What follows belongs to an exercise in optimizing a design on an open flow for small area; a production flow would make more cautious choices.
Only simulation tests tie the RTL to the original design; equivalence was not proved.
Power is estimated from default activity; no workload was simulated.

before:
==> flow/design.v <==
module EncoderDigitalFilter(
	input clk,
	input sig,  
	output reg filteredSig  
	);
	reg H2, H1, H0;  
	always @ (posedge clk) begin
		H0 <= sig;
		H1 <= H0;
		H2 <= H1;
		if((H0 & H1) || (H1 & H2) || (H2 & H0)) begin
			filteredSig <= 1'b1;	
		end
		else begin
			filteredSig <= 1'b0;
		end
	end
endmodule
module EncoderDecoder(
	input clk,
	input A,  
	input B,  
	output change,  
	output direction  
	);
	reg _A, _B;
	assign change = (_A ^ A) | (_B ^ B);
	assign direction = (A ^ _B);
	always @ (posedge clk) begin
		_A <= A;
		_B <= B;
	end
endmodule 
module UpDownCounter #(parameter WIDTH=8)(
	input clk,
	input reset,
	input enable,  
	input dir,  
	output reg [WIDTH - 1:0] count  
	);
	wire [WIDTH - 1:0] prop = dir ? count : ~count;
	wire [WIDTH:0] flip;
	assign flip[0] = enable;
	genvar i;
	generate
		for (i = 0; i < WIDTH; i = i + 1) begin : chain
			assign flip[i + 1] = flip[i] & prop[i];
		end
	endgenerate
	wire keep = reset | enable;
	always @ (posedge clk) begin
		count <= (count & {WIDTH{keep}}) ^ flip[WIDTH - 1:0];
	end
endmodule
module seven_seg(
	input[3:0] digit,  
	output [6:0] seg_out  
	);
	localparam [15:0] SEG_A = 16'b0010100000010010;
	localparam [15:0] SEG_B = 16'b1101100001100000;
	localparam [15:0] SEG_C = 16'b1101000000000100;
	localparam [15:0] SEG_D = 16'b1000011010010010;
	localparam [15:0] SEG_E = 16'b0000001010111010;
	localparam [15:0] SEG_F = 16'b0010000010001110;
	localparam [15:0] SEG_G = 16'b0001000010000011;
	assign seg_out = {SEG_G[digit], SEG_F[digit], SEG_E[digit], SEG_D[digit],
	                  SEG_C[digit], SEG_B[digit], SEG_A[digit]};
endmodule
module QuadratureEncoderTop #(parameter N = 38, encCountBits = 26, precBits = 12, stp = 120218)(
	input clk,
	input reset,
	input A,
	input B,
	output Trvl,
	output FwdBck,  
	output[encCountBits - 1 : 0] encCount,
	output reg[11 : 0] inches,
	output[20 : 0] display
	);
	wire _A, _B;  
	wire dir;  
	wire change;  
	reg [10:0] frac;
	reg fresh;
	EncoderDigitalFilter 			InputAFilter(.clk(clk), .sig(A), .filteredSig(_A));
	EncoderDigitalFilter 			InputBFilter(.clk(clk), .sig(B), .filteredSig(_B));
	EncoderDecoder 					QuadratureEncoder(.clk(clk), .A(_A), .B(_B), .change(change), .direction(dir));
	UpDownCounter #(encCountBits) QuadPulseCounter(.clk(clk), .reset(reset), .enable(change), .dir(dir), .count(encCount));
	seven_seg							DigitZero( .digit(inches[3:0]), .seg_out(display[6:0]));
	seven_seg							DigitOne( .digit(inches[7:4]), .seg_out(display[13:7]));
	seven_seg							DigitTwo( .digit(inches[11:8]), .seg_out(display[20:14]));
	wire cF = (frac >= 11'd1331);
	wire cB = (frac < 11'd717);
	reg [5:0] delta;
	wire [5:0] dbase = delta & {6{~Trvl}};
	wire [5:0] dprop = dir ? dbase : ~dbase;
	wire [5:0] dflip = {&dprop[4:0], &dprop[3:0], &dprop[2:0], &dprop[1:0], dprop[0], 1'b1} & {6{change}};
	wire hiZero = ~|encCount[25:6];
	wire hiOnes = &encCount[25:6];
	wire MvFwd = fresh ? (hiZero & encCount[5:0] == 6'd29) : (delta == (cF ? 6'd30 : 6'd29));
	wire MvBck = fresh ? (hiOnes & encCount[5:0] == 6'd34) : (delta == (cB ? 6'd34 : 6'd35));
	assign Trvl = MvFwd | MvBck;
	assign FwdBck = MvFwd;
	always @(posedge clk) begin
		fresh <= ~reset | (fresh & ~Trvl);
		delta <= dbase ^ dflip;
		if (~reset) begin
			inches <= 0;
			frac <= 0;
		end
		else if (MvFwd) begin
			inches <= inches + 1'b1;
			frac <= frac + 11'd717;
		end
		else if (MvBck) begin
			inches <= inches - 1'b1;
			frac <= frac - 11'd717;
		end
	end
endmodule
Settings: LEC_CHECK=0, CAP_MARGIN=20, CORE_MARGIN=2, CORE_UTILIZATION=40, SLEW_MARGIN=20; clock period 5.0 ns.
run.sh (not shown) runs the stock make flow with config.mk's settings and CLKGATE_MAP_FILE= SYNTH_SCRIPT=/design/flow/synth_recipe.tcl, a recipe that flattens the netlist after the stock synthesis.
[inputs] after vs before
Settings: setting ABC_AREA to 1 for the first time.
In summary, after completed successfully, with a layout that passed the timing, DRC and antenna checks.
The total number of vias reported for after is greater than that of before by 8.3%.
From before to after the numbers moved as follows: full die area has decreased; total power after layout has decreased; wire length of the first global-routing pass has increased; layout clock buffer count has remained practically unchanged.
| utilization | higher: before |

==> port drivers added, routing unchanged <==
No port has a modelled driver above. Below, the same layouts with a new extraction and two added sets of constraints.
Step 1: set_driving_cell puts a clkbuf_16 on clk and a buf_2 on each other input, an assumption about the parent block.
Step 2 times the ports against the registers' clock, not the clock port: input delays grow and output delays shrink by t, the midpoint of the rising clock arrivals with the driver on.
Slacks: ideal ports / drivers / drivers and shift; pairs: ideal ports / drivers.
run	t (ns)	slack for setup (ns)	worst hold slack (ns)	worst slew at a driven data input, ns	cell pins on the clock port's net
before	0.363	0.924 / 0.886 / 1.184	0.352 / 0.352 / 0.352	0.04	1
after	0.365	1.010 / 0.972 / 1.338	0.352 / 0.352 / 0.352	0.03	1
After both steps setup and hold are still met in every run listed.
